This is an optimization exercise on Yosys and OpenROAD, whose aim is small area and a short achievable clock period, not a production implementation.
At most, simulation tests tie the RTL to the original design; equivalence was not proved.
Function not checked in run 3: the RTL went through the layout flow alone.

### design/flow/config.mk
export PLATFORM = sky130hd
export DESIGN_NAME = cordic
export DESIGN_NICKNAME = cordic
export VERILOG_FILES = /design/flow/design.v
export SDC_FILE = /design/flow/constraint.sdc
export NUM_CORES = 4
export LEC_CHECK = 0
export CAP_MARGIN = 20
export CORE_MARGIN = 2
export CORE_UTILIZATION = 40
export SLEW_MARGIN = 20
### design/flow/constraint.sdc
create_clock -name core_clock -period 10.0 [get_ports {s00_axis_aclk}]
set_input_delay 2.0000 -clock core_clock [delete_from_list [all_inputs] [get_ports {s00_axis_aclk}]]
set_output_delay 2.0000 -clock core_clock [all_outputs]
set_load 0.01 [all_outputs]
### design/flow/design.v
`timescale 1ns / 1ps
`default_nettype none
module cordic #(
    parameter integer C_S00_AXIS_TDATA_WIDTH = 32,
    parameter integer C_M00_AXIS_TDATA_WIDTH = 32,
    parameter integer C_NUM_CORDIC_ITERATIONS = 16,
    parameter integer C_CORDIC_FRAC_WIDTH = 16,
    parameter integer C_CORDIC_GAIN = 39796
)(
    input wire s00_axis_aclk,
    input wire s00_axis_aresetn,
    input wire s00_axis_tlast,
    input wire s00_axis_tvalid,
    input wire [C_S00_AXIS_TDATA_WIDTH-1:0] s00_axis_tdata,
    input wire [(C_S00_AXIS_TDATA_WIDTH/8)-1:0] s00_axis_tstrb,
    output logic s00_axis_tready,
    input wire m00_axis_tready,
    output logic m00_axis_tvalid,
    output logic m00_axis_tlast,
    output logic [C_M00_AXIS_TDATA_WIDTH-1:0] m00_axis_tdata,  
    output logic [(C_M00_AXIS_TDATA_WIDTH/8)-1:0] m00_axis_tstrb
);
    localparam integer HALF_GAIN = C_CORDIC_GAIN / 2;
    localparam logic [256-1:0] ZT0 = {16'hbe12, 16'hfe10, 16'he3d8, 16'h23d6, 16'hd208, 16'h1206, 16'hf7ce, 16'h37cc, 16'hc834, 16'h0832, 16'hedfa, 16'h2df8, 16'hdc2a, 16'h1c28, 16'h01f0, 16'h41ee};
    localparam logic [256-1:0] ZT1 = {16'hfb3d, 16'h0053, 16'hfdc7, 16'h02dd, 16'hfc81, 16'h0197, 16'hff0b, 16'h0421, 16'hfbdf, 16'h00f5, 16'hfe69, 16'h037f, 16'hfd23, 16'h0239, 16'hffad, 16'h04c3};
    localparam logic [1024-1:0] ZT2 = {16'hffb2, 16'h0002, 16'hffda, 16'h002a, 16'hffc6, 16'h0016, 16'hffee, 16'h003e, 16'hffbc, 16'h000c, 16'hffe4, 16'h0034, 16'hffd0, 16'h0020, 16'hfff8, 16'h0048, 16'hffb6, 16'h0006, 16'hffde, 16'h002e, 16'hffca, 16'h001a, 16'hfff2, 16'h0042, 16'hffc0, 16'h0010, 16'hffe8, 16'h0038, 16'hffd4, 16'h0024, 16'hfffc, 16'h004c, 16'hffb4, 16'h0004, 16'hffdc, 16'h002c, 16'hffc8, 16'h0018, 16'hfff0, 16'h0040, 16'hffbe, 16'h000e, 16'hffe6, 16'h0036, 16'hffd2, 16'h0022, 16'hfffa, 16'h004a, 16'hffb8, 16'h0008, 16'hffe0, 16'h0030, 16'hffcc, 16'h001c, 16'hfff4, 16'h0044, 16'hffc2, 16'h0012, 16'hffea, 16'h003a, 16'hffd6, 16'h0026, 16'hfffe, 16'h004e};
    wire en = m00_axis_tready;
    logic v_r [1:17];
    logic l_r [1:17];
    logic f_r [1:16];
    wire [15:0] in_i = s00_axis_tdata[15:0];
    wire [15:0] in_q = s00_axis_tdata[31:16];
    wire [15:0] a_in = in_i[15] ? 16'(-in_i) : in_i;
    wire [15:0] b_in = in_q[15] ? 16'(-in_q) : in_q;
    wire d0_in = b_in[15];
    wire d1_in = d0_in | ($signed({1'b0, b_in}) < $signed({a_in[15], a_in}));
    logic [15:0] a_r, b_r;
    logic d0_r, d1_r;
    always_ff @(posedge s00_axis_aclk) begin
        if (en) begin
            a_r    <= a_in;
            b_r    <= b_in;
            d0_r   <= d0_in;
            d1_r   <= d1_in;
            f_r[1] <= in_i[15];
            v_r[1] <= s00_axis_tvalid;
            l_r[1] <= s00_axis_tlast;
        end
    end
    wire signed [19:0] a_s = {{4{a_r[15]}}, a_r};
    wire signed [19:0] b_t = {4'd0, b_r};
    wire swp = d1_r & ~d0_r;
    wire signed [19:0] p = swp ? b_t : a_s;
    wire signed [19:0] q = swp ? a_s : b_t;
    wire signed [19:0] x2 = p + (q <<< 1) + q;
    wire signed [19:0] y2 = d1_r ? (p <<< 1) + p - q : q - (p <<< 1) - p;
    logic signed [19:0] x2_r, y2_r;
    logic [1:0] dec2_r;
    always_ff @(posedge s00_axis_aclk) begin
        if (en) begin
            x2_r   <= x2;
            y2_r   <= y2;
            dec2_r <= {d1_r, d0_r};
            f_r[2] <= f_r[1];
            v_r[2] <= v_r[1];
            l_r[2] <= l_r[1];
        end
    end
    wire s2 = y2_r[19];
    wire [22:0] wc = {x2_r, 3'b001} + {2'b00, y2_r ^ {20{s2}}, s2};
    wire [22:0] vc = {y2_r, 3'b001} + {{2{x2_r[19] ^ ~s2}}, x2_r ^ {20{~s2}}, ~s2};
    logic signed [21:0] w_r, v3_r;
    logic cy_r;
    logic [2:0] dec3_r;
    always_ff @(posedge s00_axis_aclk) begin
        if (en) begin
            w_r    <= wc[22:1];
            v3_r   <= vc[22:1];
            cy_r   <= x2_r[0] & (s2 == x2_r[19]);
            dec3_r <= {s2, dec2_r};
            f_r[3] <= f_r[2];
            v_r[3] <= v_r[2];
            l_r[3] <= l_r[2];
        end
    end
    logic [32:0] xw [3:15];
    logic [32:0] yw [3:15];
    logic [13:0] dw [4:16];    
    wire [32:0] x3, y3;
    mul9949 mx (.v(w_r), .cy(1'b0), .p(x3));
    mul9949 my (.v(v3_r), .cy(cy_r), .p(y3));
    logic [32:0] x4_r, y4_r;
    logic [2:0] dec4_r;
    always_ff @(posedge s00_axis_aclk) begin
        if (en) begin
            x4_r   <= x3;
            y4_r   <= y3;
            dec4_r <= dec3_r;
            f_r[4] <= f_r[3];
            v_r[4] <= v_r[3];
            l_r[4] <= l_r[3];
        end
    end
    assign xw[3] = x4_r;
    assign yw[3] = y4_r;
    assign dw[4] = {11'd0, dec4_r};
    genvar k;
    generate for (k = 3; k < 15; k = k + 1) begin : it
        localparam integer WI = (k < 4) ? 33 : 32;   
        localparam integer WO = (k < 3) ? 33 : 32;   
        wire [WI-1:0] x = xw[k][WI-1:0];
        wire [WI-1:0] y = yw[k][WI-1:0];
        wire s = y[WI-1];
        wire [WI-1:0] xs = (k < 4) ? WI'($signed(x) >>> k) : (x >> k);
        wire [WI-1:0] ys = WI'($signed(y) >>> k);
        wire ylo = |y[k-1:0];
        wire xlo = |x[k-1:0];
        wire xneg = (k < 4) ? x[WI-1] : 1'b0;
        wire cx = s & ~ylo;
        wire cy = s ? (xneg & xlo) : ~(xneg & xlo);
        wire [WO-1:0] xn, yn;
        wire [WO-1:0] yop = WO'(y[WI-2:k] ^ {(WI-1-k){s}});
        addc #(WO) ax (.a(x[WO-1:0]), .b(yop), .ci(cx), .s(xn));
        addc #(WO) ay (.a(y[WO-1:0]), .b(xs[WO-1:0] ^ {WO{~s}}), .ci(cy), .s(yn));
        logic [WO-1:0] x_r, y_r;
        logic [k:0] d_r;
        always_ff @(posedge s00_axis_aclk) begin
            if (en) begin
                x_r <= xn;
                y_r <= yn;
                d_r <= {s, dw[k+1][k-1:0]};
                f_r[k+2] <= f_r[k+1];
                v_r[k+2] <= v_r[k+1];
                l_r[k+2] <= l_r[k+1];
            end
        end
        assign xw[k+1] = 33'(x_r);
        assign yw[k+1] = 33'($signed(y_r));
        if (k < 13) begin : dfull
            assign dw[k+2] = 14'(d_r);
        end else begin : dtrim
            assign dw[k+2] = d_r[13:0];
        end
    end endgenerate
    wire [31:0] x15 = xw[15][31:0];
    wire [31:0] y15 = yw[15][31:0];
    wire s15 = y15[31];
    wire [31:0] ys15 = 32'($signed(y15) >>> 15);
    wire cx15 = s15 & ~|y15[14:0];
    wire [31:0] x16;
    addc #(32) a16 (.a(x15), .b(ys15 ^ {32{s15}}), .ci(cx15), .s(x16));
    wire [15:0] z = ZT0[16*dw[16][3:0] +: 16] + ZT1[16*dw[16][7:4] +: 16] + ZT2[16*dw[16][13:8] +: 16];
    logic [15:0] mag_r, ang_r;
    always_ff @(posedge s00_axis_aclk) begin
        if (en) begin
            mag_r   <= x16[31:16];
            ang_r   <= {z[15] ^ f_r[16], z[14:0]};
            v_r[17] <= v_r[16];
            l_r[17] <= l_r[16];
        end
    end
    assign m00_axis_tdata  = {ang_r, mag_r};
    assign m00_axis_tvalid = v_r[17];
    assign m00_axis_tlast  = l_r[17];
    assign s00_axis_tready = m00_axis_tready;
    assign m00_axis_tstrb  = 4'hf;
endmodule
module mul9949 (
    input  wire signed [21:0] v,
    input  wire cy,
    output wire [32:0] p
);
    wire [21:0] u = {~v[21], v[20:0]};
    wire [34:0] uz = {13'd0, u};
    wire [34:0] nz = {13'd0, ~u};
    wire [34:0] sum = (uz << 13) + (uz << 11) + (nz << 8) + (nz << 5) + (nz << 2) + uz
                      + 35'd12270436644 + {33'd0, cy, 1'b0};
    assign p = sum[33:1];
endmodule
module addc #(parameter integer N = 32) (
    input  wire [N-1:0] a,
    input  wire [N-1:0] b,
    input  wire ci,
    output wire [N-1:0] s
);
    localparam integer L = $clog2(N + 1);
    wire [N:0] g [0:2*L-1];
    wire [N:0] p [0:2*L-1];
    wire [N:0] p0 = {a ^ b, 1'b0};
    assign g[0] = {a & b, ci};
    assign p[0] = p0;
    genvar l, i;
    generate
        for (l = 0; l < L; l = l + 1) begin : up
            for (i = 0; i <= N; i = i + 1) begin : b
                if (((i + 1) % (2 << l)) == 0) begin : c
                    assign g[l+1][i] = g[l][i] | (p[l][i] & g[l][i - (1 << l)]);
                    assign p[l+1][i] = p[l][i] & p[l][i - (1 << l)];
                end else begin : n
                    assign g[l+1][i] = g[l][i];
                    assign p[l+1][i] = p[l][i];
                end
            end
        end
        for (l = L - 2; l >= 0; l = l - 1) begin : dn
            for (i = 0; i <= N; i = i + 1) begin : b
                if (((i + 1) % (2 << l)) == (1 << l) && i >= (2 << l)) begin : c
                    assign g[2*L-1-l][i] = g[2*L-2-l][i] | (p[2*L-2-l][i] & g[2*L-2-l][i - (1 << l)]);
                    assign p[2*L-1-l][i] = p[2*L-2-l][i] & p[2*L-2-l][i - (1 << l)];
                end else begin : n
                    assign g[2*L-1-l][i] = g[2*L-2-l][i];
                    assign p[2*L-1-l][i] = p[2*L-2-l][i];
                end
            end
        end
    endgenerate
    wire [N:0] c = g[2*L-1];
    assign s = p0[N:1] ^ c[N-1:0];
endmodule
`default_nettype wire
### design/flow/flow/run.sh
#!/bin/bash
set -euo pipefail
export SETUP_SLACK_MARGIN=5.7
bash standard.sh > standard.log 2>&1
### design/flow/standard.sh
#!/bin/bash
# synth_recipe.tcl (not shown) runs the flow's synth.tcl, then flattens the netlist and writes it again
# the make line also repeats each setting of config.mk as NAME=value (left out here)
make -C /OpenROAD-flow-scripts/flow DESIGN_CONFIG=/design/flow/config.mk WORK_HOME=/design/flow/orfs CLKGATE_MAP_FILE= SYNTH_SCRIPT=/design/flow/synth_recipe.tcl "${@:-finish}"
==> impl_metrics.tcl, run 1 <==
set metrics [dict create \
    status "complete, no violations" \
    drtPass1Iterations 5 \
    antenna_left 0 \
    io-pin-count 80 \
    worstSetupPathType "flip-flop to flip-flop" \
    worst_slack_ns 4.85 \
    syn_inst 7591 \
    core_um2 215000 \
    cts-htree-levels 4 \
    dr_total_vias 54200 \
    synth-seq-area-share_pct 40.1 \
    final_area_um2 99900 \
    drc 0 \
    die-height_um 469 \
    hold_path_class "flip-flop to flip-flop" \
    yosys-top-cells-area "edfxtp_1 40%, ha_1 15%, fa_1 12%, xnor2_1 7.4%, inv_1 6.0%" \
    post-place-ws_ns 4.43 \
    vias_per_cell 4.97 \
    path_clk_slew_ns 0.06 \
    hold_slack_ns 0.404 \
    synth_edf_count 1153 \
    nets 9546 \
    drive_gt1_share_pct 10.8 \
    synth_top_area_share_pct 40.1 \
    ff2ff_setup_slack_ns 4.85 \
    ys_seq_elements 1153 \
    cp-start-kind "flip-flop" \
    die_w_um 469 \
    synth.distinct_cells 92 \
    cp.required_ns 10.54 \
    dpl_cell_area_um2 90900 \
    synth.cell_area_um2 86400 \
    grt_use_total_pct 17.7 \
    grt_pass1_wl_um 306000 \
    synth_flop_cell "edfxtp_1" \
    hold_viol 0 \
    drv_cap 0 \
    crit_arrival_ns 5.69 \
    async_flop_share_pct 0 \
    worstMarginPinSlew_ns 1.08 \
    critPathMaxFanout 5 \
    clock_sinks 1153 \
    cts_hold_buf 0 \
    fin_tns_setup_ns 0 \
    layout_commonest_cell "inv_1" \
    end_kind "flip-flop" \
    slew_violations 0 \
    fmax_mhz 194 \
    slew-limit-headroom_pct 27.7 \
    antenna_found_initial 1 \
    wire_per_inst_um 17.8 \
    ys.warnings.count 8 \
    cts_buffer_depth 3 \
    rsz0062_at_grt "true" \
    finalCritPeriodShare_pct 51.5 \
    initial_utilization_pct 40.3 \
    layout_min_cycle_time_ns 5.15 \
    yosysTopAreaCell "edfxtp_1" \
    drt_iter0_markers 2830 \
    final_cell_mix "1,310 x inv_1, 1,153 x edfxtp_1, 975 x ha_1, 712 x xnor2_1, 508 x fa_1" \
    cts_buffers 143 \
    rows 170 \
    gp_congestion 0.869 \
    grt_max_degree 174 \
    synth_area_per_cell_um2 11.4 \
    wirelength_um 194000 \
    worstSkewPairLatency_ns 0.80 \
    clock-root-buffer "clkbuf_16" \
    numPortBuffers 69 \
    cts_tree "built" \
    num-fill-cells 19300 \
    skew_ns 0.0506 \
    grt_pass1_vias 56600 \
    finalSetupViolations 0 \
    grt-ovfl-total 0 \
    die-area_um2 220000 \
    dp.final_hpwl_um 148000 \
    area_delta_synth_final_pct 15.6 \
]
==> synth_stat cells, drive strengths merged, types with 63 or more instances <==
master / number
inv: 1372
edfxtp: 1153
ha: 1023
xnor2: 728
fa: 522
a21oi: 393
xor2: 361
nand2: 309
nor2: 254
a21o: 202
o21ai: 197
nor3: 86
o21a: 86
nand3: 81
nand2b: 76
o21bai: 63
==> repair_timing <==
| action | in CTS | in global routing |
|---|---|---|
| buffers inserted | 101 | 100 |
| pin swaps | 91 | 135 |
| gates cloned | 8 | 5 |
| endpoints found under the hold margin | 0 | 0 |
| setup endpoints to repair | 392 | 268 |
| gates resized for setup | 262 | 233 |
==> cell type report <==
type | instances | area, µm² | area share (%)
Multi-Input combinational cell | 4978 | 48500 | 48.5
Tap cell | 2838 | 3550 | 3.56
Sequential cell | 1153 | 34600 | 34.7
Inverter | 1372 | 5220 | 5.22
Clock buffer | 172 | 3730 | 3.73
Timing Repair Buffer | 312 | 3130 | 3.13
Clock inverter | 89 | 1150 | 1.15
Antenna cell | 2 | 5.00 | 0.00501
==> layer usage <==
layer	vias up	global-route usage (%)	part of all wire, %
met5	-	0	0
met3	318	2.52	3.3
met4	0	5.81	3.5
met1	26600	21.4	42
met2	724	32.1	51
li1	26600	-	-
==> stage by stage <==
step,std cells,util (%)
2_1_floorplan,7595,-
3_3_place_gp,10400,42.4
3_5_place_dp,10400,42.4
4_1_cts,10800,45.6
5_1_grt,10900,46.5
6_report,10900,46.5
==> cells by family (layout without fill, tap and decap cells) <==
kind of cell | count (synthesis) | after routing | share of synthesized area [%]
other | 1 | 7 | 0.00434
AOI/OAI and AO/OA | 1199 | 1199 | 9.02
adders and majority gates | 1546 | 1546 | 26.9
DFF | 1153 | 1153 | 40.1
muxes | 14 | 14 | 0.185
buffers and inverters | 1466 | 1945 | 6.40
and+or+nand+nor | 1123 | 1125 | 6.37
xor gates and xnor gates | 1089 | 1089 | 11.0
==> worst max-delay path, stage by stage, from the launching register on <==
cell and delay, ns:
edfxtp_1 0.44, inv_4 0.10, fa_1 0.52, inv_1 0.05, fa_1 0.54, inv_1 0.07, fa_1 0.53, inv_1 0.04
ha_1 0.32, ha_4 0.19, nor3_1 0.48, a21o_1 0.24, a31oi_4 0.05, o21a_1 0.22, o21a_2 0.22, o41ai_4 0.35
o21ai_2 0.13, a221oi_2 0.27, xnor2_1 0.12
==> final timing paths <==
kind,start,end,cells after the start
worst max-delay path,v3_r[7]$_DFFE_PP_,y4_r[31]$_DFFE_PP_,18
worst max register to register,v3_r[7]$_DFFE_PP_,y4_r[31]$_DFFE_PP_,18
worst min register to register,it[11].d_r[7]$_DFFE_PP_,it[12].d_r[7]$_DFFE_PP_,0
worst min-delay path,it[11].d_r[7]$_DFFE_PP_,it[12].d_r[7]$_DFFE_PP_,0
==> sequential cells by signal (all words and copies together), names as in the netlist, 17 cells and up <==
name    cells
it.x_r    384
it.y_r    384
it.d_r    113
x4_r       33
y4_r       33
v3_r       22
w_r        22
y2_r       20
x2_r       19
l_r        17
v_r        17
==> run 2, diff against run 1 <==
==> design/flow/run.sh (new file) <==
#!/bin/bash
# synth_recipe.tcl (not shown) runs the flow's synth.tcl, then flattens the netlist and writes it again
# the make line also repeats each setting of config.mk as NAME=value (left out here)
make -C /OpenROAD-flow-scripts/flow DESIGN_CONFIG=/design/flow/config.mk WORK_HOME=/design/flow/orfs CLKGATE_MAP_FILE= SYNTH_SCRIPT=/design/flow/synth_recipe.tcl finish
--- a/design/flow/config.mk
+++ b/design/flow/config.mk
@@ -8,4 +8,5 @@
 export CAP_MARGIN = 20
 export CORE_MARGIN = 2
 export CORE_UTILIZATION = 40
+export SETUP_SLACK_MARGIN = 5
 export SLEW_MARGIN = 20
removed: design/flow/flow/run.sh
removed: design/flow/standard.sh
==> impl_metrics.tcl, run 2 <==
set metrics [dict create \
    status "complete, no violations" \
    drt-met1-wl_um 81700 \
    synth_area_per_cell_um2 11.4 \
    slew_violations 0 \
    layout_commonest_cell "inv_1" \
    async_flop_share_pct 0 \
    cts_tree "built" \
    grt_max_degree 155 \
    worstSkewPairLatency_ns 0.80 \
    synth.distinct_cells 92 \
    gp_congestion 0.859 \
    die-area_um2 220000 \
    fin_cells 10800 \
    nets 9410 \
    die_w_um 469 \
    ys_seq_elements 1153 \
    initial_utilization_pct 40.3 \
    drt_iter0_markers 2876 \
    critPathMaxFanout 3 \
    yosysTopAreaCell "edfxtp_1" \
    synth_edf_count 1153 \
    register_area_um2 34600 \
    ys.warnings.count 8 \
    multiInputGateArea_um2 47000 \
    antenna_left 0 \
    num-fill-cells 19700 \
    cts_buffer_depth 3 \
    finalSetupViolations 0 \
    finalCritPeriodShare_pct 51.7 \
    path_clk_slew_ns 0.05 \
    wl_met3_um 6080 \
    grt_pass1_vias 56300 \
    antenna_found_initial 3 \
    numPortBuffers 69 \
    synth.cell_area_um2 86400 \
    cp-start-kind "flip-flop" \
    synth.most_common_cell "inv_1" \
    synth-seq-area-share_pct 40.1 \
    crit_arrival_ns 5.66 \
    highest_layer "met4" \
    yosys-top-cells-area "edfxtp_1 40%, ha_1 15%, fa_1 12%, xnor2_1 7.4%, inv_1 6.0%" \
    io-pin-count 80 \
    hold_viol 0 \
    die-height_um 469 \
    wl_met2_um 95600 \
    dpl.cell_count 10400 \
    synth_flop_cell "edfxtp_1" \
    rsz0062_at_grt "true" \
    grt_use_total_pct 17.6 \
    drc 0 \
    worstMarginPinSlew_ns 1.06 \
    wire_per_inst_um 17.7 \
    area_delta_synth_final_pct 12.0 \
    cts_hold_buf 0 \
    clock-root-buffer "clkbuf_16" \
    cts-htree-levels 4 \
    grt-ovfl-total 0 \
    layout_min_cycle_time_ns 5.17 \
    slew-limit-headroom_pct 29.5 \
    reg_top3 "it.x_r: 384 flops, it.y_r: 384 flops, it.d_r: 113 flops" \
    syn_inst 7591 \
    clock_sinks 1153 \
    drtPass1Iterations 7 \
    critPathMaxStageDelay_ns 0.52 \
    slowest_stage "fa_1" \
    fin_tns_setup_ns 0 \
    final_cell_mix "1,335 x inv_1, 1,153 x edfxtp_1, 993 x ha_1, 723 x xnor2_1, 517 x fa_1" \
    cp.required_ns 10.49 \
    drive_gt1_share_pct 6.43 \
    grt_pass1_wl_um 304000 \
    skew_ns 0.0347 \
    fmax_mhz 194 \
    wirelength_um 190000 \
    worstSetupPathType "flip-flop to flip-flop" \
    end_kind "flip-flop" \
    hold_slack_ns 0.411 \
    worstPathCellList "buf_6 > fa_1 > inv_1 > fa_2 > inv_1 > fa_1 > ha_4 > ha_4 > and3_4 > nand3_2 > o21ai_4 > o41ai_4 > a31oi_2 > o21a_1 > o21a_1 > o41ai_4 > o21ai_2 > a221oi_2 > xnor2_2" \
    synth_top_area_share_pct 40.1 \
    dp.final_hpwl_um 149000 \
    vias_per_cell 4.96 \
    drv_cap 0 \
    dr_total_vias 53500 \
    cts_buffers 143 \
    rows 170 \
    core_um2 215000 \
    hold_path_class "flip-flop to flip-flop" \
    synth_common_cells "1,372 x inv_1, 1,153 x edfxtp_1, 1,023 x ha_1" \
]
-- run 2: cells by family after synthesis --
family / share of synthesized area (%)
compound gates: 9.02
buf+inv: 6.40
xor+xnor: 11.0
other cells: 0.00434
flops: 40.1
fa+ha+maj: 26.9
mux: 0.185
simple gates: 6.37
-- run 2: layer usage --
metal / global-route usage (%) / vias to the layer above
li1: - / 26300
met1: 21.4 / 26200
met2: 31.5 / 712
met3: 2.42 / 317
met4: 6.38 / 0
met5: 0 / -
-- run 2: worst max-delay path, delay by kind of cell, from the launching register on --
family,cells,cell delay [ns]
adder cells (fa/ha/maj),5,1.84
AO/OA/AOI/OAI,8,1.80
flip-flops,1,0.48
buffers and inverters,3,0.33
AND/OR/NAND/NOR,2,0.25
XOR/XNOR,1,0.16
-- run 2: final timing paths --
check,cells after the start,end,slack [ns],start
min reg2reg,0,it[6].d_r[2]$_DFFE_PP_,0.41,it[5].d_r[2]$_DFFE_PP_
max,19,y4_r[31]$_DFFE_PP_,4.83,v3_r[0]$_DFFE_PP_
max reg2reg,19,y4_r[31]$_DFFE_PP_,4.83,v3_r[0]$_DFFE_PP_
min,0,it[6].d_r[2]$_DFFE_PP_,0.41,it[5].d_r[2]$_DFFE_PP_
-- run 2: area by class of cell --
cell class                 count  share of cell area (%)
antenna                        1                 0.00258
clock buffer                 170                    3.84
sequential                  1153                    35.8
multi-input combinational   4976                    48.5
tap                         2838                    3.67
timing repair buffer         178                    1.75
clock inverter                94                    1.07
inverter                    1372                    5.36
-- run 2: repair_timing --
| item | CTS | global route |
|---|---|---|
| resized for setup | 105 | 95 |
| setup buffers | 43 | 30 |
| pin swaps | 41 | 38 |
| gates cloned | 0 | 2 |
| endpoints found under the setup margin | 107 | 90 |
-- run 2: metrics by stage --
stage	utilization, %	cell area (µm²)	worst slack [ns]
after floorplan	-	86400	5.00
after global placement	42.2	90600	4.07
after detailed placement	42.2	90600	4.07
after CTS	44.8	96200	4.62
after global routing	45.1	96800	4.63
final	45.1	96800	4.83
==> run 3, diff against run 2 <==
--- a/design/flow/design.v
+++ b/design/flow/design.v
@@ -69,14 +69,20 @@
     wire s2 = y2_r[19];
     wire [22:0] wc = {x2_r, 3'b001} + {2'b00, y2_r ^ {20{s2}}, s2};
     wire [22:0] vc = {y2_r, 3'b001} + {{2{x2_r[19] ^ ~s2}}, x2_r ^ {20{~s2}}, ~s2};
-    logic signed [21:0] w_r, v3_r;
-    logic cy_r;
+    wire signed [21:0] w = wc[22:1];
+    wire signed [21:0] v = vc[22:1];
+    wire cy = x2_r[0] & (s2 == x2_r[19]);
+    wire [33:0] xs_c, xc_c, ys_c, yc_c;
+    csa9949 cmx (.v(w), .cy(1'b0), .s(xs_c), .c(xc_c));
+    csa9949 cmy (.v(v), .cy(cy), .s(ys_c), .c(yc_c));
+    logic [33:0] xs_r, xc_r, ys_r, yc_r;
     logic [2:0] dec3_r;
     always_ff @(posedge s00_axis_aclk) begin
         if (en) begin
-            w_r    <= wc[22:1];
-            v3_r   <= vc[22:1];
-            cy_r   <= x2_r[0] & (s2 == x2_r[19]);
+            xs_r   <= xs_c;
+            xc_r   <= xc_c;
+            ys_r   <= ys_c;
+            yc_r   <= yc_c;
             dec3_r <= {s2, dec2_r};
             f_r[3] <= f_r[2];
             v_r[3] <= v_r[2];
@@ -86,15 +92,15 @@
     logic [32:0] xw [3:15];
     logic [32:0] yw [3:15];
     logic [13:0] dw [4:16];    
-    wire [32:0] x3, y3;
-    mul9949 mx (.v(w_r), .cy(1'b0), .p(x3));
-    mul9949 my (.v(v3_r), .cy(cy_r), .p(y3));
+    wire [33:0] x3, y3;
+    cpa9949 fx (.s(xs_r), .c(xc_r), .p(x3));
+    cpa9949 fy (.s(ys_r), .c(yc_r), .p(y3));
     logic [32:0] x4_r, y4_r;
     logic [2:0] dec4_r;
     always_ff @(posedge s00_axis_aclk) begin
         if (en) begin
-            x4_r   <= x3;
-            y4_r   <= y3;
+            x4_r   <= x3[33:1];
+            y4_r   <= y3[33:1];
             dec4_r <= dec3_r;
             f_r[4] <= f_r[3];
             v_r[4] <= v_r[3];
@@ -165,17 +171,39 @@
     assign s00_axis_tready = m00_axis_tready;
     assign m00_axis_tstrb  = 4'hf;
 endmodule
-module mul9949 (
+module csa9949 (
     input  wire signed [21:0] v,
     input  wire cy,
-    output wire [32:0] p
+    output wire [33:0] s,
+    output wire [33:0] c
 );
     wire [21:0] u = {~v[21], v[20:0]};
-    wire [34:0] uz = {13'd0, u};
-    wire [34:0] nz = {13'd0, ~u};
-    wire [34:0] sum = (uz << 13) + (uz << 11) + (nz << 8) + (nz << 5) + (nz << 2) + uz
-                      + 35'd12270436644 + {33'd0, cy, 1'b0};
-    assign p = sum[33:1];
+    wire [33:0] uz = {12'd0, u};
+    wire [33:0] nz = {12'd0, ~u};
+    wire [33:0] ta = (uz << 13) | {32'd0, cy, 1'b0};
+    wire [33:0] tb = uz << 11;
+    wire [33:0] tc = nz << 8;
+    wire [33:0] td = nz << 5;
+    wire [33:0] te = nz << 2;
+    wire [33:0] tf = uz;
+    wire [33:0] s1 = ta ^ tb ^ tc;
+    wire [33:0] c1 = ((ta & tb) | (ta & tc) | (tb & tc)) << 1;
+    wire [33:0] s2 = td ^ te ^ tf;
+    wire [33:0] c2 = ((td & te) | (td & tf) | (te & tf)) << 1;
+    wire [33:0] s3 = s1 ^ c1 ^ s2;
+    wire [33:0] c3 = ((s1 & c1) | (s1 & s2) | (c1 & s2)) << 1;
+    assign s = s3 ^ c3 ^ c2;
+    assign c = ((s3 & c3) | (s3 & c2) | (c3 & c2)) << 1;
+endmodule
+module cpa9949 (
+    input  wire [33:0] s,
+    input  wire [33:0] c,
+    output wire [33:0] p
+);
+    localparam logic [33:0] K = 34'd12270436644;
+    wire [33:0] hs = s ^ c ^ K;
+    wire [33:0] hc = ((s & c) | (s & K) | (c & K)) << 1;
+    addc #(34) fin (.a(hs), .b(hc), .ci(1'b0), .s(p));
 endmodule
 module addc #(parameter integer N = 32) (
     input  wire [N-1:0] a,
==> design/flow/flow/run.sh (new file) <==
#!/bin/bash
set -euo pipefail
export SETUP_SLACK_MARGIN=5.7
bash standard.sh > standard.log 2>&1
==> design/flow/standard.sh (new file) <==
#!/bin/bash
# synth_recipe.tcl (not shown) runs the flow's synth.tcl, then flattens the netlist and writes it again
# the make line also repeats each setting of config.mk as NAME=value (left out here)
make -C /OpenROAD-flow-scripts/flow DESIGN_CONFIG=/design/flow/config.mk WORK_HOME=/design/flow/orfs CLKGATE_MAP_FILE= SYNTH_SCRIPT=/design/flow/synth_recipe.tcl "${@:-finish}"
--- a/design/flow/config.mk
+++ b/design/flow/config.mk
@@ -8,5 +8,4 @@
 export CAP_MARGIN = 20
 export CORE_MARGIN = 2
 export CORE_UTILIZATION = 40
-export SETUP_SLACK_MARGIN = 5
 export SLEW_MARGIN = 20
removed: design/flow/run.sh
==> impl_metrics.tcl, run 3 <==
set metrics [dict create \
    grt_use_total_pct 17.4 \
    num-fill-cells 19600 \
    core_um2 220000 \
    wirelength_um 196000 \
    synth_area_per_cell_um2 11.7 \
    worstSetupPathType "flip-flop to flip-flop" \
    status "complete, no violations" \
    skew_ns 0.0336 \
    drive_gt1_share_pct 13.0 \
    cp_top_family "adder cells" \
    worstMarginPinSlew_ns 1.08 \
    syn_inst 7545 \
    hold_slack_ns 0.400 \
    critPathMaxFanout 7 \
    drc 0 \
    drv_cap 0 \
    synth_flop_cell "edfxtp_1" \
    dr_total_vias 54700 \
    critPathMaxStageDelay_ns 0.56 \
    synth.most_common_cell "inv_1" \
    worst-path-buf-inv 3 \
    drt_iter0_markers 2774 \
    hold_viol 0 \
    fmax_mhz 205 \
    grt_pass1_wl_um 309000 \
    nets 9645 \
    area_delta_synth_final_pct 17.7 \
    antenna_left 0 \
    slew-limit-headroom_pct 28.2 \
    ys_seq_elements 1235 \
    cp.required_ns 10.52 \
    initial_utilization_pct 40.3 \
    grt_max_degree 171 \
    clock-root-buffer "clkbuf_16" \
    synth_top_area_share_pct 41.8 \
    cts_hold_buf 0 \
    die-height_um 475 \
    grt-ovfl-total 0 \
    antenna_found_initial 2 \
    path_clk_slew_ns 0.07 \
    synth-seq-area-share_pct 41.8 \
    grt_pass1_vias 57500 \
    layout_min_cycle_time_ns 4.89 \
    synth_common_cells "1,310 x inv_1, 1,235 x edfxtp_1, 1,026 x ha_1" \
    rows 172 \
    cts-htree-levels 4 \
    cts_buffers 148 \
    synth.distinct_cells 88 \
    async_flop_share_pct 0 \
    worstSkewPairLatency_ns 0.79 \
    hold_path_class "flip-flop to flip-flop" \
    worstPathCellList "buf_12 > xor2_2 > ha_1 > a21o_1 > buf_6 > a2bb2oi_4 > a21o_1 > a21oi_4 > a221oi_4 > a211oi_2 > a2111oi_4 > nor2b_1 > o21ai_2 > xor2_4 > fa_1 > inv_2 > fa_1 > fa_2" \
    synth_edf_count 1235 \
    drtPass1Iterations 7 \
    layout_commonest_cell "inv_1" \
    crit_arrival_ns 5.40 \
    dpl.cell_count 10500 \
    slowest_stage "fa_1" \
    clock_sinks 1235 \
    fin_cells 11100 \
    vias_per_cell 4.92 \
    reg_top3 "it.x_r: 384 flops, it.y_r: 384 flops, it.d_r: 113 flops" \
    numPortBuffers 69 \
    synth.cell_area_um2 88600 \
    io-pin-count 80 \
    die-area_um2 225000 \
    wire_per_inst_um 17.6 \
    fin_tns_setup_ns 0 \
    slew_violations 0 \
    dp.final_hpwl_um 146000 \
    cp-start-kind "flip-flop" \
    finalCritPeriodShare_pct 48.9 \
    end_kind "flip-flop" \
    gp_congestion 0.877 \
    rsz0062_at_grt "true" \
    final_cell_mix "1,254 x inv_1, 1,235 x edfxtp_1, 972 x ha_1, 638 x xnor2_1, 489 x fa_1" \
    yosysTopAreaCell "edfxtp_1" \
    yosys-top-cells-area "edfxtp_1 42%, ha_1 14%, fa_1 12%, xnor2_1 6.7%, inv_1 5.5%" \
    finalSetupViolations 0 \
    die_w_um 475 \
    cts_tree "built" \
    cts_buffer_depth 3 \
    ys.warnings.count 9 \
]
-- run 3: changes by cell type after synthesis, sizes merged, moves of 23 or more --
cell | before | now
edfxtp | 1153 | 1235
inv | 1372 | 1310
xnor2 | 728 | 675
a21oi | 393 | 355
xor2 | 361 | 398
a21o | 202 | 233
fa | 522 | 547
nand2 | 309 | 286
-- run 3: final timing paths --
kind	cells past startpoint	to	startpoint	slack, ns
hold reg to reg	0	l_r[7]$_DFFE_PP_	l_r[6]$_DFFE_PP_	0.40
setup / recovery	18	xs_r[20]$_DFFE_PP_	y2_r[19]$_DFFE_PP_	5.11
hold / removal	0	l_r[7]$_DFFE_PP_	l_r[6]$_DFFE_PP_	0.40
setup reg to reg	18	xs_r[20]$_DFFE_PP_	y2_r[19]$_DFFE_PP_	5.11
-- run 3: what timing repair did --
item	CTS	global route
gates resized for setup	393	266
buffers inserted	156	138
gates cloned	14	6
setup endpoints to repair	509	392
pin swaps	154	195
-- run 3: worst reg2reg max path: cells and delay by family, from the launching register on --
family,cells,cell delay [ns]
AOI/OAI and AO/OA,8,1.55
xor gates and xnor gates,2,0.31
adders and majority gates,4,1.82
buffers and inverters,3,0.38
DFF,1,0.45
and+or+nand+nor,1,0.11
-- run 3: logic make-up after synthesis --
logic type / share of synthesized area, %
AO/OA/AOI/OAI: 8.45
multiplexers: 0.171
flip-flops: 41.8
XOR/XNOR: 10.6
buffers and inverters: 5.98
other: 0.00423
AND/OR/NAND/NOR: 6.08
adder cells (fa/ha/maj): 26.9
-- run 3: metal layers --
| layer | share of wire [%] | track usage [%] | up-vias |
|---|---|---|---|
| met1 | 44 | 21.9 | 26900 |
| met4 | 3.2 | 6.19 | 0 |
| met5 | 0 | 0 | - |
| met2 | 50 | 30.4 | 795 |
| met3 | 3.5 | 2.40 | 325 |
| li1 | - | - | 26700 |
-- run 3: area by class of cell --
type | count | area (µm²) | area share [%]
multi-input combinational | 4913 | 49200 | 47.1
sequential | 1235 | 37100 | 35.6
inverter | 1311 | 4980 | 4.77
timing repair buffer | 422 | 4300 | 4.12
clock buffer | 172 | 3790 | 3.64
tap | 2958 | 3700 | 3.55
clock inverter | 103 | 1270 | 1.22
antenna | 1 | 2.50 | 0.00240
-- run 3: metrics by stage --
step           worst slack (ns)  instance area (µm²)  utilization (%)
2_1_floorplan              5.13                88900                -
3_3_place_gp               4.33                93300             42.4
3_5_place_dp               4.27                93300             42.4
4_1_cts                    5.16               102000             46.4
5_1_grt                    4.97               104000             47.4
6_report                   5.11               104000             47.4
==> run 4, diff against run 3 <==
--- a/design/flow/design.v
+++ b/design/flow/design.v
@@ -67,15 +67,17 @@
         end
     end
     wire s2 = y2_r[19];
-    wire [22:0] wc = {x2_r, 3'b001} + {2'b00, y2_r ^ {20{s2}}, s2};
-    wire [22:0] vc = {y2_r, 3'b001} + {{2{x2_r[19] ^ ~s2}}, x2_r ^ {20{~s2}}, ~s2};
-    wire signed [21:0] w = wc[22:1];
-    wire signed [21:0] v = vc[22:1];
+    wire [19:0] u1 = {~x2_r[19], x2_r[18:0]};
+    wire [18:0] t1 = y2_r[18:0] ^ {19{s2}};
+    wire [19:0] u2 = {~y2_r[19], y2_r[18:0]};
+    wire [19:0] t2n = x2_r ^ {20{~s2}};
+    wire [19:0] t2 = {~t2n[19], t2n[18:0]};
     wire cy = x2_r[0] & (s2 == x2_r[19]);
     wire [33:0] xs_c, xc_c, ys_c, yc_c;
-    csa9949 cmx (.v(w), .cy(1'b0), .s(xs_c), .c(xc_c));
-    csa9949 cmy (.v(v), .cy(cy), .s(ys_c), .c(yc_c));
+    csa9949 #(.WB(19)) cmx (.a(u1), .b(t1), .s(xs_c), .c(xc_c));
+    csa9949 #(.WB(20)) cmy (.a(u2), .b(t2), .s(ys_c), .c(yc_c));
     logic [33:0] xs_r, xc_r, ys_r, yc_r;
+    logic cy_r;
     logic [2:0] dec3_r;
     always_ff @(posedge s00_axis_aclk) begin
         if (en) begin
@@ -83,6 +85,7 @@
             xc_r   <= xc_c;
             ys_r   <= ys_c;
             yc_r   <= yc_c;
+            cy_r   <= cy;
             dec3_r <= {s2, dec2_r};
             f_r[3] <= f_r[2];
             v_r[3] <= v_r[2];
@@ -90,11 +93,15 @@
         end
     end
     logic [32:0] xw [3:15];
-    logic [32:0] yw [3:15];
+    logic [32:0] yw [3:14];
+    logic [17:0] y15c;         
     logic [13:0] dw [4:16];    
     wire [33:0] x3, y3;
-    cpa9949 fx (.s(xs_r), .c(xc_r), .p(x3));
-    cpa9949 fy (.s(ys_r), .c(yc_r), .p(y3));
+    wire [33:0] kx = dec3_r[2] ? 34'd12117355665 : 34'd12117345716;
+    wire [33:0] ky = dec3_r[2] ? (cy_r ? 34'd6748112310 : 34'd6748112308)
+                               : (cy_r ? 34'd6748122259 : 34'd6748122257);
+    cpa3 fx (.s(xs_r), .c(xc_r), .k(kx), .p(x3));
+    cpa3 fy (.s(ys_r), .c(yc_r), .k(ky), .p(y3));
     logic [32:0] x4_r, y4_r;
     logic [2:0] dec4_r;
     always_ff @(posedge s00_axis_aclk) begin
@@ -128,12 +135,11 @@
         wire [WO-1:0] yop = WO'(y[WI-2:k] ^ {(WI-1-k){s}});
         addc #(WO) ax (.a(x[WO-1:0]), .b(yop), .ci(cx), .s(xn));
         addc #(WO) ay (.a(y[WO-1:0]), .b(xs[WO-1:0] ^ {WO{~s}}), .ci(cy), .s(yn));
-        logic [WO-1:0] x_r, y_r;
+        logic [WO-1:0] x_r;
         logic [k:0] d_r;
         always_ff @(posedge s00_axis_aclk) begin
             if (en) begin
                 x_r <= xn;
-                y_r <= yn;
                 d_r <= {s, dw[k+1][k-1:0]};
                 f_r[k+2] <= f_r[k+1];
                 v_r[k+2] <= v_r[k+1];
@@ -141,7 +147,19 @@
             end
         end
         assign xw[k+1] = 33'(x_r);
-        assign yw[k+1] = 33'($signed(y_r));
+        if (k < 14) begin : yfull
+            logic [WO-1:0] y_r;
+            always_ff @(posedge s00_axis_aclk) begin
+                if (en) y_r <= yn;
+            end
+            assign yw[k+1] = 33'($signed(y_r));
+        end else begin : ylast
+            logic [17:0] y_r;
+            always_ff @(posedge s00_axis_aclk) begin
+                if (en) y_r <= {yn[31:15], |yn[14:0]};
+            end
+            assign y15c = y_r;
+        end
         if (k < 13) begin : dfull
             assign dw[k+2] = 14'(d_r);
         end else begin : dtrim
@@ -149,10 +167,9 @@
         end
     end endgenerate
     wire [31:0] x15 = xw[15][31:0];
-    wire [31:0] y15 = yw[15][31:0];
-    wire s15 = y15[31];
-    wire [31:0] ys15 = 32'($signed(y15) >>> 15);
-    wire cx15 = s15 & ~|y15[14:0];
+    wire s15 = y15c[17];
+    wire [31:0] ys15 = {{15{y15c[17]}}, y15c[17:1]};
+    wire cx15 = s15 & ~y15c[0];
     wire [31:0] x16;
     addc #(32) a16 (.a(x15), .b(ys15 ^ {32{s15}}), .ci(cx15), .s(x16));
     wire [15:0] z = ZT0[16*dw[16][3:0] +: 16] + ZT1[16*dw[16][7:4] +: 16] + ZT2[16*dw[16][13:8] +: 16];
@@ -171,38 +188,70 @@
     assign s00_axis_tready = m00_axis_tready;
     assign m00_axis_tstrb  = 4'hf;
 endmodule
-module csa9949 (
-    input  wire signed [21:0] v,
-    input  wire cy,
+module csa9949 #(parameter integer WB = 20) (
+    input  wire [19:0] a,
+    input  wire [WB-1:0] b,
     output wire [33:0] s,
     output wire [33:0] c
 );
-    wire [21:0] u = {~v[21], v[20:0]};
-    wire [33:0] uz = {12'd0, u};
-    wire [33:0] nz = {12'd0, ~u};
-    wire [33:0] ta = (uz << 13) | {32'd0, cy, 1'b0};
-    wire [33:0] tb = uz << 11;
-    wire [33:0] tc = nz << 8;
-    wire [33:0] td = nz << 5;
-    wire [33:0] te = nz << 2;
-    wire [33:0] tf = uz;
-    wire [33:0] s1 = ta ^ tb ^ tc;
-    wire [33:0] c1 = ((ta & tb) | (ta & tc) | (tb & tc)) << 1;
-    wire [33:0] s2 = td ^ te ^ tf;
-    wire [33:0] c2 = ((td & te) | (td & tf) | (te & tf)) << 1;
-    wire [33:0] s3 = s1 ^ c1 ^ s2;
-    wire [33:0] c3 = ((s1 & c1) | (s1 & s2) | (c1 & s2)) << 1;
-    assign s = s3 ^ c3 ^ c2;
-    assign c = ((s3 & c3) | (s3 & c2) | (c3 & c2)) << 1;
-endmodule
-module cpa9949 (
+    wire [19:0] ai = ~a;
+    wire [WB-1:0] bi = ~b;
+    wire [33:0] az = {14'd0, a};
+    wire [33:0] an = {14'd0, ai};
+    wire [33:0] bz = {{(34-WB){1'b0}}, b};
+    wire [33:0] bn = {{(34-WB){1'b0}}, bi};
+    wire [33:0] r [0:11];
+    assign r[0]  = az << 15;
+    assign r[1]  = az << 13;
+    assign r[2]  = an << 10;
+    assign r[3]  = an << 7;
+    assign r[4]  = an << 4;
+    assign r[5]  = az << 2;
+    assign r[6]  = bz << 13;
+    assign r[7]  = bz << 11;
+    assign r[8]  = bn << 8;
+    assign r[9]  = bn << 5;
+    assign r[10] = bn << 2;
+    assign r[11] = bz;
+    wire [33:0] l1 [0:7];
+    wire [33:0] l2 [0:5];
+    wire [33:0] l3 [0:3];
+    wire [33:0] l4 [0:2];
+    genvar g;
+    generate
+        for (g = 0; g < 4; g = g + 1) begin : lv1
+            csa3 m (.x(r[3*g]), .y(r[3*g+1]), .z(r[3*g+2]), .s(l1[2*g]), .c(l1[2*g+1]));
+        end
+        for (g = 0; g < 2; g = g + 1) begin : lv2
+            csa3 m (.x(l1[3*g]), .y(l1[3*g+1]), .z(l1[3*g+2]), .s(l2[2*g]), .c(l2[2*g+1]));
+        end
+    endgenerate
+    assign l2[4] = l1[6];
+    assign l2[5] = l1[7];
+    csa3 m3a (.x(l2[0]), .y(l2[1]), .z(l2[2]), .s(l3[0]), .c(l3[1]));
+    csa3 m3b (.x(l2[3]), .y(l2[4]), .z(l2[5]), .s(l3[2]), .c(l3[3]));
+    csa3 m4 (.x(l3[0]), .y(l3[1]), .z(l3[2]), .s(l4[0]), .c(l4[1]));
+    assign l4[2] = l3[3];
+    csa3 m5 (.x(l4[0]), .y(l4[1]), .z(l4[2]), .s(s), .c(c));
+endmodule
+module csa3 (
+    input  wire [33:0] x,
+    input  wire [33:0] y,
+    input  wire [33:0] z,
+    output wire [33:0] s,
+    output wire [33:0] c
+);
+    assign s = x ^ y ^ z;
+    assign c = ((x & y) | (x & z) | (y & z)) << 1;
+endmodule
+module cpa3 (
     input  wire [33:0] s,
     input  wire [33:0] c,
+    input  wire [33:0] k,
     output wire [33:0] p
 );
-    localparam logic [33:0] K = 34'd12270436644;
-    wire [33:0] hs = s ^ c ^ K;
-    wire [33:0] hc = ((s & c) | (s & K) | (c & K)) << 1;
+    wire [33:0] hs, hc;
+    csa3 m (.x(s), .y(c), .z(k), .s(hs), .c(hc));
     addc #(34) fin (.a(hs), .b(hc), .ci(1'b0), .s(p));
 endmodule
 module addc #(parameter integer N = 32) (
==> impl_metrics.tcl, run 4 <==
set metrics [dict create \
    gp_congestion 0.878 \
    fin_cells 11700 \
    regMostFlops "it.x_r" \
    grt_pass1_vias 61500 \
    grt_pass1_wl_um 347000 \
    post-place-ws_ns 4.19 \
    fin_tns_setup_ns 0 \
    dpl_cell_area_um2 98500 \
    async_flop_share_pct 0 \
    slew_violations 0 \
    grt-ovfl-total 0 \
    clock_sinks 1223 \
    end_kind "flip-flop" \
    rows 177 \
    worstSkewPairLatency_ns 0.82 \
    cts_buffer_depth 3 \
    final_cell_mix "1,427 x inv_1, 1,223 x edfxtp_1, 1,056 x ha_1, 694 x xnor2_1, 694 x fa_1" \
    ys_seq_elements 1223 \
    final_area_um2 108000 \
    synth_common_cells "1,463 x inv_1, 1,223 x edfxtp_1, 1,085 x ha_1" \
    nets 10300 \
    wirelength_um 224000 \
    hold_path_class "flip-flop to flip-flop" \
    die-height_um 489 \
    path_clk_slew_ns 0.06 \
    yosys-top-cells-area "edfxtp_1 39%, fa_1 15%, ha_1 14%, xnor2_1 6.8%, inv_1 5.8%" \
    core_um2 233000 \
    cpMostUsedCell "nor4_4" \
    drv_cap 0 \
    numPortBuffers 69 \
    synth_area_per_cell_um2 11.7 \
    cp-start-kind "flip-flop" \
    area_delta_synth_final_pct 15.4 \
    cp.required_ns 10.53 \
    wire_per_inst_um 19.1 \
    cts_hold_buf 0 \
    dr_total_vias 58400 \
    num-fill-cells 21200 \
    initial_utilization_pct 40.3 \
    min-delay-start "v_r[14]$_DFFE_PP_" \
    io-pin-count 80 \
    min_to "v_r[15]$_DFFE_PP_" \
    ys.warnings.count 11 \
    slew-limit-headroom_pct 25.4 \
    grt_use_total_pct 18.9 \
    drtPass1Iterations 5 \
    die-area_um2 239000 \
    grt_max_degree 189 \
    drt_iter0_markers 3046 \
    cp_top_family "simple AND/OR/NAND/NOR gates" \
    layout_min_cycle_time_ns 4.53 \
    ff2ff_setup_slack_ns 5.47 \
    worstMarginPinSlew_ns 1.12 \
    finalCritPeriodShare_pct 45.3 \
    synth_edf_count 1223 \
    antenna_found_initial 2 \
    layout_commonest_cell "inv_1" \
    worst_slack_ns 5.47 \
    synth.distinct_cells 84 \
    critPathMaxStageDelay_ns 0.52 \
    synth_top_area_share_pct 39.1 \
    clock-root-buffer "clkbuf_16" \
    worst-path-buf-inv 1 \
    critPathMaxFanout 3 \
    hold_viol 0 \
    die_w_um 489 \
    vias_per_cell 4.98 \
    dpl.cell_count 11200 \
    cts_tree "built" \
    syn_inst 8049 \
    rsz0062_at_grt "true" \
    crit_arrival_ns 5.07 \
    worstRegToRegCells 17 \
    reg2reg_from "it[11].yfull.y_r[11]$_DFFE_PP_" \
    fmax_mhz 221 \
    worstSetupPathType "flip-flop to flip-flop" \
    yosysTopAreaCell "edfxtp_1" \
    synth.cell_area_um2 93900 \
    regToRegEndpoint "it[12].x_r[30]$_DFFE_PP_" \
    synth.most_common_cell "inv_1" \
    cts_buffers 147 \
    largest_register_ffs 384 \
    synth-seq-area-share_pct 39.1 \
    whs_path_depth 0 \
    drive_gt1_share_pct 10.8 \
    worstPathCellList "or4_4 > nor4_4 > nand4b_1 > fa_2 > nor2b_2 > o21ai_2 > a21boi_2 > o211a_1 > o211ai_1 > a211oi_2 > buf_4 > o21ai_4 > o21a_4 > nor4_4 > and4_4 > ha_4 > xor2_1" \
    dp.final_hpwl_um 168000 \
    reg_top3 "it.x_r: 384 flops, it.yfull.y_r: 352 flops, it.d_r: 113 flops" \
    drc 0 \
    skew_ns 0.0327 \
    synth_flop_cell "edfxtp_1" \
    cts-htree-levels 4 \
    antenna_left 0 \
    finalSetupViolations 0 \
    slowest_stage "fa_2" \
    status "complete, no violations" \
]
-- run 4: kinds of logic after synthesis --
family,after synthesis,synth area share [%]
adders and majority gates,1810,29.7
and+or+nand+nor,1063,5.55
AOI/OAI and AO/OA,1194,8.25
muxes,35,0.416
buffers and inverters,1585,6.37
DFF,1223,39.1
other,1,0.00399
xor gates and xnor gates,1138,10.6
-- run 4: layer usage --
| metal | vias to the layer above | GRT usage [%] | part of all wire, % |
|---|---|---|---|
| li1 | 28000 | - | - |
| met1 | 28900 | 23.0 | 42 |
| met2 | 1042 | 33.9 | 51 |
| met3 | 418 | 2.49 | 3.8 |
| met4 | 0 | 6.82 | 3.9 |
| met5 | - | 0 | 0 |
-- run 4: final cells by class --
type	instances	area, µm²	area share [%]
inverter	1465	5620	5.18
multi-input combinational	5245	53400	49.3
clock buffer	178	3920	3.62
tap	3132	3920	3.61
antenna	2	5.00	0.00462
sequential	1223	36700	33.9
timing repair buffer	383	3960	3.65
clock inverter	90	861	0.794
-- run 4: worst max path at each step --
stage | cells past startpoint | to | from
4_1_cts | 17 | it[12].x_r[30]$_DFFE_PP_ | it[11].yfull.y_r[11]$_DFFE_PP_
3_3_place_gp | 13 | xs_r[23]$_DFFE_PP_ | y2_r[19]$_DFFE_PP_
5_1_grt | 17 | it[12].x_r[30]$_DFFE_PP_ | it[11].yfull.y_r[11]$_DFFE_PP_
2_1_floorplan | 15 | d1_r$_DFFE_PP_ | s00_axis_tdata[1]
3_5_place_dp | 13 | xs_r[23]$_DFFE_PP_ | y2_r[19]$_DFFE_PP_
6_report | 17 | it[12].x_r[30]$_DFFE_PP_ | it[11].yfull.y_r[11]$_DFFE_PP_
-- run 4: repair_timing --
item | 4_1_cts | 5_1_grt
pin swaps | 68 | 131
gates resized for setup | 288 | 253
endpoints found under the setup margin | 410 | 270
setup buffers | 125 | 128
gates cloned | 16 | 5
-- run 4: metrics by stage --
stage	hold slack, ns	util, %
final	0.412	46.5
after global routing	0.411	46.5
after CTS	0.406	45.5
after detailed placement	0.405	42.3
after global placement	0.401	42.3
after floorplan	0.400	-
==> run 5, diff against run 4 <==
--- a/design/flow/config.mk
+++ b/design/flow/config.mk
@@ -7,5 +7,6 @@
 export LEC_CHECK = 0
 export CAP_MARGIN = 20
 export CORE_MARGIN = 2
-export CORE_UTILIZATION = 40
+export CORE_UTILIZATION = 72
+export PLACE_DENSITY = 0.84
 export SLEW_MARGIN = 20
==> impl_metrics.tcl, run 5 <==
set metrics [dict create \
    status "complete, no violations" \
    hold_viol 0 \
    fin_tns_setup_ns 0 \
    cp-start-kind "flip-flop" \
    whs_path_depth 0 \
    drt_iter0_markers 4993 \
    die-area_um2 133000 \
    dp.final_hpwl_um 163000 \
    drc 0 \
    numPortBuffers 69 \
    synth.distinct_cells 84 \
    worstSkewPairLatency_ns 0.79 \
    synth.cell_area_um2 93900 \
    yosysTopAreaCell "edfxtp_1" \
    dr_total_vias 61600 \
    path_clk_slew_ns 0.06 \
    gp_congestion 0.975 \
    cts_tree "built" \
    post-place-ws_ns 4.54 \
    die-height_um 365 \
    yosys-top-cells-area "edfxtp_1 39%, fa_1 15%, ha_1 14%, xnor2_1 6.8%, inv_1 5.8%" \
    synth_flop_cell "edfxtp_1" \
    synth_area_per_cell_um2 11.7 \
    wirelength_um 230000 \
    hold_path_class "flip-flop to flip-flop" \
    crit_arrival_ns 4.97 \
    die_w_um 365 \
    synth_top_area_share_pct 39.1 \
    worstRegToRegCells 19 \
    worst_slack_ns 5.54 \
    grt_use_total_pct 34.1 \
    syn_inst 8049 \
    antenna_cells 0 \
    worstMarginPinSlew_ns 1.14 \
    area_delta_synth_final_pct 12.7 \
    cts_buffers 137 \
    antenna_left 0 \
    io-pin-count 80 \
    cp.required_ns 10.51 \
    initial_utilization_pct 72.5 \
    layout_min_cycle_time_ns 4.46 \
    rsz0062_at_grt "true" \
    synth_edf_count 1223 \
    wire_per_inst_um 22.3 \
    slew_violations 0 \
    nets 10300 \
    layout_commonest_cell "inv_1" \
    grt_max_degree 170 \
    ys.warnings.count 11 \
    ys_seq_elements 1223 \
    grt_pass1_vias 64500 \
    regMostFlops "it.x_r" \
    dpl_cell_area_um2 96800 \
    synth_common_cells "1,463 x inv_1, 1,223 x edfxtp_1, 1,085 x ha_1" \
    synth-seq-area-share_pct 39.1 \
    finalSetupViolations 0 \
    cts_buffer_depth 3 \
    synth.most_common_cell "inv_1" \
    drive_gt1_share_pct 10.1 \
    cts-htree-levels 4 \
    vias_per_cell 5.99 \
    reg_top3 "it.x_r: 384 flops, it.yfull.y_r: 352 flops, it.d_r: 113 flops" \
    antenna_found_initial 0 \
    grt-ovfl-total 0 \
    async_flop_share_pct 0 \
    cts_hold_buf 0 \
    core_um2 129000 \
    drv_cap 0 \
    finalCritPeriodShare_pct 44.6 \
    clock_sinks 1223 \
    grt_pass1_wl_um 347000 \
    clock-root-buffer "clkbuf_16" \
    rows 132 \
    worstSetupPathType "flip-flop to flip-flop" \
    drtPass1Iterations 6 \
    final_area_um2 106000 \
    critPathMaxFanout 4 \
    fmax_mhz 224 \
    skew_ns 0.0255 \
    end_kind "flip-flop" \
    largest_register_ffs 384 \
    slew-limit-headroom_pct 23.0 \
    final_cell_mix "1,429 x inv_1, 1,223 x edfxtp_1, 1,061 x ha_1, 695 x xnor2_1, 695 x fa_1" \
]
run 5: changes by cell type in the layout (fill, tap and decap cells not counted), sizes merged, moves of 2 or more:
cell / delta
clkinvlp: -16
clkinv: -8
bufinv: +6
clkbuf: -6
bufbuf: -5
buf: -4
inv: +4
clkdlybuf4s50: -2
diode: -2
run 5: cells by family after synthesis:
kind of cell / count (synthesis) / share of synthesized area [%]
mux: 35 / 0.416
flops: 1223 / 39.1
other cells: 1 / 0.00399
buf+inv: 1585 / 6.37
compound gates: 1194 / 8.25
fa+ha+maj: 1810 / 29.7
xor+xnor: 1138 / 10.6
simple gates: 1063 / 5.55
run 5: stage by stage:
step / hold slack [ns] / instances / utilization [%]
final: 0.415 / 10300 / 81.7
after global routing: 0.419 / 10300 / 81.7
after detailed placement: 0.405 / 9794 / 74.7
after floorplan: 0.400 / 8053 / -
after CTS: 0.418 / 10200 / 80.0
after global placement: 0.400 / 9794 / 74.7
run 5: area by class of cell:
class / count / area (µm²)
fillers: 7309 / 23700
multi-input cells: 5245 / 53000
clock buffers: 169 / 3680
clock inverters: 76 / 895
flip-flops and latches: 1223 / 36700
well taps: 1742 / 2180
repair buffers: 374 / 3770
inverters: 1465 / 5580
run 5: metal layers:
metal / part of all wire [%] / GRT usage, % / vias to the layer above
met4: 7.1 / 19.8 / 0
met1: 36 / 39.4 / 30400
met5: 0 / 0 / -
met3: 6.5 / 5.20 / 848
li1: - / - / 28000
met2: 51 / 60.3 / 2456
run 5: worst max-delay path, cell delays in order, from the launching register on:
cell and delay, ns:
edfxtp_1 0.41, buf_12 0.14, buf_4 0.16, buf_12 0.11, clkinvlp_4 0.05, buf_4 0.17
nor4_4 0.15, nand4_1 0.30, fa_2 0.51, nor2b_2 0.16, o21a_1 0.21, o21ai_2 0.09
a21oi_2 0.25, a31oi_4 0.18, o211ai_1 0.21, buf_4 0.16, nand3_2 0.08, a31o_4 0.31
nor4_1 0.42, xor2_1 0.13
run 5: final timing paths:
path / startpoint / to / slack, ns
min: it[7].d_r[0]$_DFFE_PP_ / it[8].d_r[0]$_DFFE_PP_ / 0.42
min reg2reg: it[7].d_r[0]$_DFFE_PP_ / it[8].d_r[0]$_DFFE_PP_ / 0.42
max: it[12].yfull.y_r[31]$_DFFE_PP_ / it[13].x_r[31]$_DFFE_PP_ / 5.54
max reg2reg: it[12].yfull.y_r[31]$_DFFE_PP_ / it[13].x_r[31]$_DFFE_PP_ / 5.54
run 5: what timing repair did:
| item | CTS | global route |
|---|---|---|
| gates resized for setup | 231 | 245 |
| gates cloned | 10 | 8 |
| pin swaps | 53 | 106 |
| endpoints found under the setup margin | 403 | 194 |
| buffers inserted | 126 | 111 |
==> run 6, diff against run 5 <==
--- a/design/flow/config.mk
+++ b/design/flow/config.mk
@@ -7,6 +7,6 @@
 export LEC_CHECK = 0
 export CAP_MARGIN = 20
 export CORE_MARGIN = 2
-export CORE_UTILIZATION = 72
-export PLACE_DENSITY = 0.84
+export CORE_UTILIZATION = 60
+export PLACE_DENSITY = 0.72
 export SLEW_MARGIN = 20
==> impl_metrics.tcl, run 6 <==
set metrics [dict create \
    antenna_cells 0 \
    cts_buffers 141 \
    startpoint "y2_r[19]$_DFFE_PP_" \
    fin_tns_setup_ns 0 \
    vias_per_cell 5.58 \
    drive_gt1_share_pct 9.88 \
    status "complete, no violations" \
    worstSetupPathType "flip-flop to flip-flop" \
    worstSkewPairLatency_ns 0.76 \
    hold_path_class "flip-flop to flip-flop" \
    min-delay-start "it[13].d_r[5]$_DFFE_PP_" \
    drc 0 \
    die-area_um2 160000 \
    cp-start-kind "flip-flop" \
    critPathMaxFanout 89 \
    synth.distinct_cells 84 \
    cts_tree "built" \
    highest_layer "met5" \
    dp.final_hpwl_um 165000 \
    grt_max_degree 179 \
    synth.cell_area_um2 93900 \
    multiInputGateArea_um2 52800 \
    finalCritPeriodShare_pct 43.4 \
    grt-ovfl-total 0 \
    area_delta_synth_final_pct 13.0 \
    path_clk_slew_ns 0.07 \
    synth_common_cells "1,463 x inv_1, 1,223 x edfxtp_1, 1,085 x ha_1" \
    register_area_um2 36700 \
    cts_buffer_depth 3 \
    wirelength_um 218000 \
    ys_seq_elements 1223 \
    dpl.cell_count 10100 \
    core_um2 156000 \
    num-fill-cells 11300 \
    worst_slack_ns 5.66 \
    synth_edf_count 1223 \
    final_cell_mix "1,423 x inv_1, 1,223 x edfxtp_1, 1,065 x ha_1, 708 x xnor2_1, 695 x fa_1" \
    regMostFlops "it.x_r" \
    ys.warnings.count 11 \
    largest_register_ffs 384 \
    layout_commonest_cell "inv_1" \
    layout_min_cycle_time_ns 4.34 \
    fin_cells 10600 \
    utilization_pct 68.1 \
    dr_total_vias 59200 \
    drtPass1Iterations 5 \
    drv_cap 0 \
    yosys-top-cells-area "edfxtp_1 39%, fa_1 15%, ha_1 14%, xnor2_1 6.8%, inv_1 5.8%" \
    cts-htree-levels 4 \
    grt_pass1_wl_um 337000 \
    nets 10300 \
    die_w_um 400 \
    crit_arrival_ns 4.79 \
    numPortBuffers 69 \
    drt_iter0_markers 3711 \
    finalSetupViolations 0 \
    die-height_um 400 \
    async_flop_share_pct 0 \
    reg_top3 "it.x_r: 384 flops, it.yfull.y_r: 352 flops, it.d_r: 113 flops" \
    initial_utilization_pct 60.3 \
    yosysTopAreaCell "edfxtp_1" \
    rsz0062_at_grt "true" \
    worstMarginPinSlew_ns 1.38 \
    grt_pass1_vias 61800 \
    antenna_found_initial 2 \
    rows 145 \
    end_kind "flip-flop" \
    synth.most_common_cell "inv_1" \
    post-place-ws_ns 4.43 \
    antenna_left 0 \
    slew-limit-headroom_pct 6.85 \
    wl_met3_um 9710 \
    wl_met2_um 111000 \
    skew_ns 0.0243 \
    synth_top_area_share_pct 39.1 \
    drt-met1-wl_um 85600 \
    cp.required_ns 10.45 \
    synth_flop_cell "edfxtp_1" \
    synth-seq-area-share_pct 39.1 \
    fmax_mhz 230 \
    clock_sinks 1223 \
    synth_area_per_cell_um2 11.7 \
    hold_viol 0 \
    slew_violations 0 \
    gp_congestion 0.949 \
    reg2reg_from "y2_r[19]$_DFFE_PP_" \
    io-pin-count 80 \
    wire_per_inst_um 20.6 \
    grt_use_total_pct 27.5 \
    clock-root-buffer "clkbuf_16" \
    syn_inst 8049 \
]
run 6: cell types whose count changed in the layout (fill, tap and decap cells not counted), moves of 7 or more:
cell,change
buf_4,-21
buf_6,+14
clkbuf_1,-7
xnor2_1,+13
xnor2_2,-12
run 6: cell families after synthesis:
group / Yosys count / synth area share, %
other: 1 / 0.00399
multiplexers: 35 / 0.416
XOR/XNOR: 1138 / 10.6
AND/OR/NAND/NOR: 1063 / 5.55
flip-flops: 1223 / 39.1
buffers and inverters: 1585 / 6.37
AO/OA/AOI/OAI: 1194 / 8.25
adder cells (fa/ha/maj): 1810 / 29.7
run 6: worst max-delay path: stages, from the launching register on:
cell and delay [ns]:
edfxtp_1 0.45, buf_16 0.28, xnor2_4 0.51, inv_1 0.33
ha_1 0.30, a211oi_1 0.39, fa_1 0.52, fa_1 0.49
inv_1 0.06, fa_1 0.56
run 6: stage by stage:
step           hold WS, ns  instance area, µm²
2_1_floorplan        0.400               94000
3_3_place_gp         0.400               97200
3_5_place_dp         0.405               97200
4_1_cts              0.404              104000
5_1_grt              0.417              106000
6_report             0.408              106000
run 6: cell type report:
cell class | count | share of cell area, %
sequential | 1223 | 34.6
timing repair buffer | 364 | 3.56
clock buffer | 165 | 3.51
inverter | 1465 | 5.28
multi-input combinational | 5245 | 49.8
tap | 2058 | 2.43
clock inverter | 84 | 0.849
run 6: layer usage:
layer | vias up | global-route usage, %
met2 | 1454 | 49.1
met1 | 29300 | 33.0
met4 | 2 | 12.8
li1 | 27900 | -
met3 | 531 | 3.48
met5 | - | 0
run 6: worst paths after layout:
check	end	slack [ns]	cells past startpoint
worst max-delay path	ys_r[20]$_DFFE_PP_	5.66	9
worst min-delay path	it[14].d_r[5]$_DFFE_PP_	0.41	0
worst max register to register	ys_r[20]$_DFFE_PP_	5.66	9
worst min register to register	it[14].d_r[5]$_DFFE_PP_	0.41	0
run 6: timing repair:
action	4_1_cts	5_1_grt
pin swaps	50	118
buffers inserted	108	115
setup endpoints to repair	617	224
gates resized for setup	228	255
hold buffers	0	0
gates cloned	13	6

## what the ideal ports hide
Ports are ideal in the flow. The routed layouts listed here were re-timed in OpenROAD.
Step 1: set_driving_cell puts a clkbuf_16 on s00_axis_aclk and a buf_2 on each other input, an assumption about the parent block.
Step 2 also shifts input and output timing later by t, the mid clock arrival at the registers, as if the neighbouring blocks saw the same clock.
Slacks: no drivers / after step 1 / after step 2; pairs: no drivers / after step 1.
run	t (ns)	setup WS [ns]	pins driven straight from the clock port
run 1	0.865	4.848 / 4.848 / 4.848	1
run 2	0.863	4.833 / 4.833 / 4.702	1
run 3	0.863	5.113 / 5.113 / 4.827	1
run 4	0.889	5.468 / 5.468 / 4.839	1
run 5	0.860	5.542 / 5.335 / 4.722	1
run 6	0.830	5.657 / 5.512 / 4.994	1
After both steps every run listed still meets setup and hold. For run 5, which loses most, drivers alone change the setup slack by -0.207 ns; drivers and shift together by -0.820 ns.
